This design comes from an exercise in tuning for small area on the open sky130 flow, not from production work. No run shown here included a check of the RTL's function; only the layout flow was run.

==> flow/design.v (outline; a module is shown in full before it is edited, if it fits) <==
// module butterfly_unit: 2169 lines
// module bu_fa: 4 lines
module butterfly_unit #(
    parameter Q_IN    = 15,
    parameter Q_DATA = 15,
    parameter Q_OUT   = 15
)(
    input  wire clk,
    input  wire reset,
    input  wire valid_in,
    input  wire signed [Q_IN:0]    a_real, a_imag,
    input  wire signed [Q_IN:0]    b_real, b_imag,
    input  wire signed [Q_DATA:0] W_real, W_imag,
    output reg valid_out,
    output reg signed [Q_OUT:0]   y0_real, y0_imag,
    output reg signed [Q_OUT:0]   y1_real, y1_imag
);
  // ...
==> flow/flow/run.sh <==
#!/bin/bash
set -o pipefail
export BUFFER_PORTS_ARGS="-buffer_cell sky130_fd_sc_hd__buf_1"
export GPL_KEEP_OVERFLOW=0
bash standard.sh > standard.log 2>&1
==> flow/standard.sh <==
#!/bin/bash
# synth_recipe.tcl (not shown) runs the flow's synth.tcl, then flattens the netlist and writes it again
# the make line also repeats each setting of config.mk as NAME=value (left out here)
make -C /OpenROAD-flow-scripts/flow DESIGN_CONFIG=/design/flow/config.mk WORK_HOME=/design/flow/orfs CLKGATE_MAP_FILE= SYNTH_SCRIPT=/design/flow/synth_recipe.tcl "${@:-finish}"
==> flow/config.mk <==
export PLATFORM = sky130hd
export DESIGN_NAME = butterfly_unit
export DESIGN_NICKNAME = butterfly_unit
export VERILOG_FILES = /design/flow/design.v
export SDC_FILE = /design/flow/constraint.sdc
export NUM_CORES = 4
export LEC_CHECK = 0
export CAP_MARGIN = 20
export CORE_MARGIN = 2
export CORE_UTILIZATION = 40
export CTS_BUF_LIST = sky130_fd_sc_hd__clkbuf_8
export PLACE_DENSITY = 0.6
export SLEW_MARGIN = 20
export SYNTH_HIERARCHICAL = 1
==> flow/constraint.sdc <==
create_clock -name core_clock -period 20.0 [get_ports {clk}]
set_input_delay 4.0000 -clock core_clock [delete_from_list [all_inputs] [get_ports {clk}]]
set_output_delay 4.0000 -clock core_clock [all_outputs]
set_load 0.01 [all_outputs]
==> impl_results.md, run 1 <==
- Final Cycle Share: 0.973
- Top post-synthesis cells by count: fa_1, a22oi_1, xor2_1
- Worst Path Required: approximately 20 ns
- Final hold viol count: 0
- Dominant kind of cell: multi-input gates
- Status: timing/DRC/antenna clean
- Number of synthesized register bits: 63
- Cts repair resizes: 11
- Largest regs: y0_imag (16), y1_real (16)
- Synth Instances: about 2000
- Slew Limit Fails: 0
- Grt met1 use: 0.303
- Post-synth EDFFs: 0
- Max Clock Skew: 0 ns
- Post-synthesis sequential area ratio: 0.0699
- Post-Synth XOR/XNOR Area: 0.167
- Critical Path Sink: y0_imag[15]$_DFFE_PP0P_
- Reg2reg setup slack: 19.20 ns
- # clk buffers: 10
- Core Area: about 0.055 mm²
- Vias: about 16000
- Drt first pass iters: 5
- CTS tree: done
- # clock sinks: 63
- Clk pin slew, worst setup/hold paths: roughly 0.080 ns
- Largest net degree at the start of global routing: 56
- Synth async-reset ratio: 0.984
- Final worst slack: between 0.5 and 0.6 ns
- RSZ-0062 raised after global routing: no
- Die area: between 0.05 and 0.06 mm²
- GRT Resource Usage Total: 0.219
- H-tree depth: 3
- F_max: 51.4 MHz
- Worst hold slack: 0.508 ns
- Post-DR vias/cell: 5.59
- R2r endpoint: y0_imag[2]$_DFFE_PP0P_
- Inverters: 109
==> run 2, diff against run 1 <==
==> flow/config.mk (replaced) <==
export PLATFORM = sky130hd
export DESIGN_NAME = butterfly_unit
export DESIGN_NICKNAME = butterfly_unit
export VERILOG_FILES = /design/flow/design.v
export SDC_FILE = /design/flow/constraint.sdc
export NUM_CORES = 4
export LEC_CHECK = 0
export CAP_MARGIN = 0
export CORE_MARGIN = 2
export CORE_UTILIZATION = 40
export PLACE_DENSITY = 0.6
export SLEW_MARGIN = 0
export SYNTH_HIERARCHICAL = 1
==> impl_results.md, run 2 <==
- Worst Setup End Kind: flip-flop
- Gr ovfl total: 0
- DIE WIDTH: 241 µm
- Nets: 2776
- Commonest cells after routing, fill and taps aside: fa_1, a22oi_1, xor2_1
- Post-Syn Area per Cell: 11.2 µm²
- Dominant cells by area after synthesis: fa_1, a22oi_1, xor2_1
- Final Routed Wirelength: roughly 62000 µm
- RR Startpoint: y0_imag[2]$_DFFE_PP0P_
- Worst slew pin tran: 1.32 ns
- Core Area: 0.0553 mm² (unchanged)
- Min Tclk post-route: slightly below 20 ns
- Layout fillers: 5331
- Crit-path slowest cell: fa_2
- RSZ-0062 raised after global routing: no
- Status: timing/DRC/antenna clean
- Worst Path Arrival: between 15 and 20 ns
- Largest regs: y0_imag (16), y1_real (16)
- Slew Limit Fails: 0 (unchanged)
- Clock buffer count from CTS: 9
- Post-DR vias/cell: 5.59 (+0.12%)
- Wire length of the first global-routing pass: 98300 µm
- Vias in the first global route: 16900
- Area Overhead vs Synth: 9.87%
- Critical path class: in2reg
- Post-synth EDFFs: 0 (unchanged)
- Number of synthesized register bits: 63 (unchanged)
- Count leader, synth: fa_1
- Worst path most repeated cell: fa_2
- Synthesis Warnings: 7
- Yosys cell types: 48
- Die Span Y: 241 µm
- Root buffer cell: clkbuf_16
- Cell taking the most area after synthesis: fa_1
- Std cell rows: 86
- Top FF cell, synth: dfrtp_1
- Min-Delay Startpoint: y0_real[10]$_DFFE_PP0P_
- Worst Hold Class: reg2reg
- CP max FO: 21
- Setup Viol. Count Final: 0
- I/O Pins: 164
- Top post-synthesis cells by count: fa_1, a22oi_1, xor2_1
- Reg2reg setup slack: 19.19 ns (about the same)
- Final Cycle Share: 0.974 (+0.00125)
- Max Cap Viol: 0
- Routability Congestion: 0.872
- Layout cell share with drive strength beyond 1: 0.102
- Antenna Cells: 0
- Die area: 0.0581 mm² (unchanged)
- # port buffers: 163
- Core Util, Final: 0.447
- Post-DP HPWL: 54600 µm
- Footprint of the multi-input gates: between 0.02 and 0.025 mm²
- Post-synth top area share: 0.482
- GRT Resource Usage Total: 0.220 (+0.00139)
- F_max: 51.3 MHz (-0.13%)
- Drt first pass iters: 5 (unchanged)
- # clock sinks: 63 (unchanged)
- Most common cell after layout, fill and taps aside: fa_1
- Synth async-reset ratio: 0.984 (unchanged)
- CP max stage delay: 0.66 ns
- Worst setup path startpoint: b_imag[0]
- Antenna viol nets, final: 0
- Synth Instances: 2007 (unchanged)
- DR WL/cell: roughly 22 µm
- Worst Path Required: 20.21 ns (-0.02 ns)
- Final hold viol count: 0 (unchanged)
- Critical path startpoint category: input pin
- Clk Latency, worst-skew pair: ~0.32 ns
- Clk pin slew, worst setup/hold paths: 0.05 ns (-0.03 ns)
- Initial core utilization: 0.406
- Clock Path Buffers: 2
- Initial antenna violation count: 0
- Vias: 15900 (+1.0%)
- Initial DRC Count: 990
- Register area: 0.00157 mm²
- Largest net degree at the start of global routing: 44 (-21%)
- Number of remaining DRC errors: 0
- Mapped cell area: 0.0225 mm²
- H-tree depth: 3 (unchanged)
- CTS tree: done
- Max Clock Skew: 0 ns (unchanged)
- Max_slew headroom: 0.115
- Post-synthesis sequential area ratio: 0.0699 (unchanged)
## run 2: repair_timing
item                                    4_1_cts  5_1_grt
cloned                                        1        0
setup buffers                                 1       57
endpoints found under the setup margin        6        4
gates resized for setup                      26       47
hold buffers                                  0        0
pin swaps                                     0       21
## run 2: routing by layer
metal,GRT usage,wire (µm),up-vias
li1,-,-,6969
met1,0.306,27100,8512
met2,0.377,30900,380
met3,0.0196,2430,71
met4,0.0486,1580,0
met5,0,0,-
## run 2: final timing paths
kind                                                 to  cells after the start
worst max-delay path            y0_imag[15]$_DFFE_PP0P_                     42
worst min-delay path            y0_real[10]$_DFFE_PP0P_                      1
worst max register to register   y0_imag[2]$_DFFE_PP0P_                      1
worst min register to register  y0_real[10]$_DFFE_PP0P_                      1
max in group asynchronous        y0_real[9]$_DFFE_PP0P_                      3
min in group asynchronous       y1_imag[14]$_DFFE_PP0P_                      2
## run 2: Yosys stat by module (local to each module, per instance)
module,cells,area [µm²],times used,flops+latches
butterfly_unit,1466,11600,1,63
bu_fa,1,20.0,541,0
## run 2: final cells by class
class,count,area share
clock buffer,11,0.00983
timing repair buffer,237,0.0579
clock inverter,3,0.00279
timing repair inverter,1,0.000203
inverter,108,0.0166
tap,748,0.0379
multi-input combinational,1678,0.811
sequential,63,0.0636
## run 2: stage by stage
step	hold WS [ns]	setup TNS (ns)	cell area, µm²	setup WS [ns]	std cells
after CTS	0.508	0	24000	0.0113	2790
after global placement	0.491	-4.07	23400	-1.35	2760
after detailed placement	0.498	-5.40	23600	-1.58	2774
final	0.503	0	24700	0.517	2849
after floorplan	0.547	0	22600	0.534	2027
after global routing	0.523	0	24700	0.0190	2849
## run 2: logic make-up after synthesis
group                    share of synthesized area
multiplexers                                0.0333
AO/OA/AOI/OAI                                0.147
AND/OR/NAND/NOR                             0.0306
XOR/XNOR                                     0.167
flip-flops                                  0.0699
other                                     0.000167
buffers and inverters                       0.0499
adder cells (fa/ha/maj)                      0.503
## run 2: worst max-delay path, delay by kind of cell
| kind | cells | cell delay (ns) |
|---|---|---|
| compound gates | 1 | 0.12 |
| xor+xnor | 3 | 0.53 |
| fa+ha+maj | 34 | 14.25 |
| buf+inv | 3 | 0.47 |
| mux | 1 | 0.27 |

[afterwards: timing with drivers on the ports]
No port has a modelled driver above. Below, the same layouts with a new extraction and two added sets of constraints.
Step 1, drivers: a clkbuf_16 drives clk and a buf_2 each remaining input, both assumed.
Step 2 also shifts input and output timing later by t, the mid clock arrival at the registers, as if the neighbouring blocks saw the same clock.
a / b / c = no drivers / after step 1 / after step 2; a / b = the first two.
| run | t, ns | setup WS [ns] | latest minus earliest clock arrival (ns) | slew at the worst register clock pin (ns) | cell pins on the clock port's net |
|---|---|---|---|---|---|
| run 1 | 0.367 | 0.542 / 0.525 / 0.158 | 0.008 / 0.008 | 0.08 / 0.08 | 1 |
| run 2 | 0.359 | 0.517 / 0.515 / 0.156 | 0.008 / 0.008 | 0.05 / 0.05 | 1 |
After both steps setup and hold are still met in every run listed. The setup slack of run 1, which loses most, moves by -0.017 ns with the drivers and by -0.384 ns with both steps.
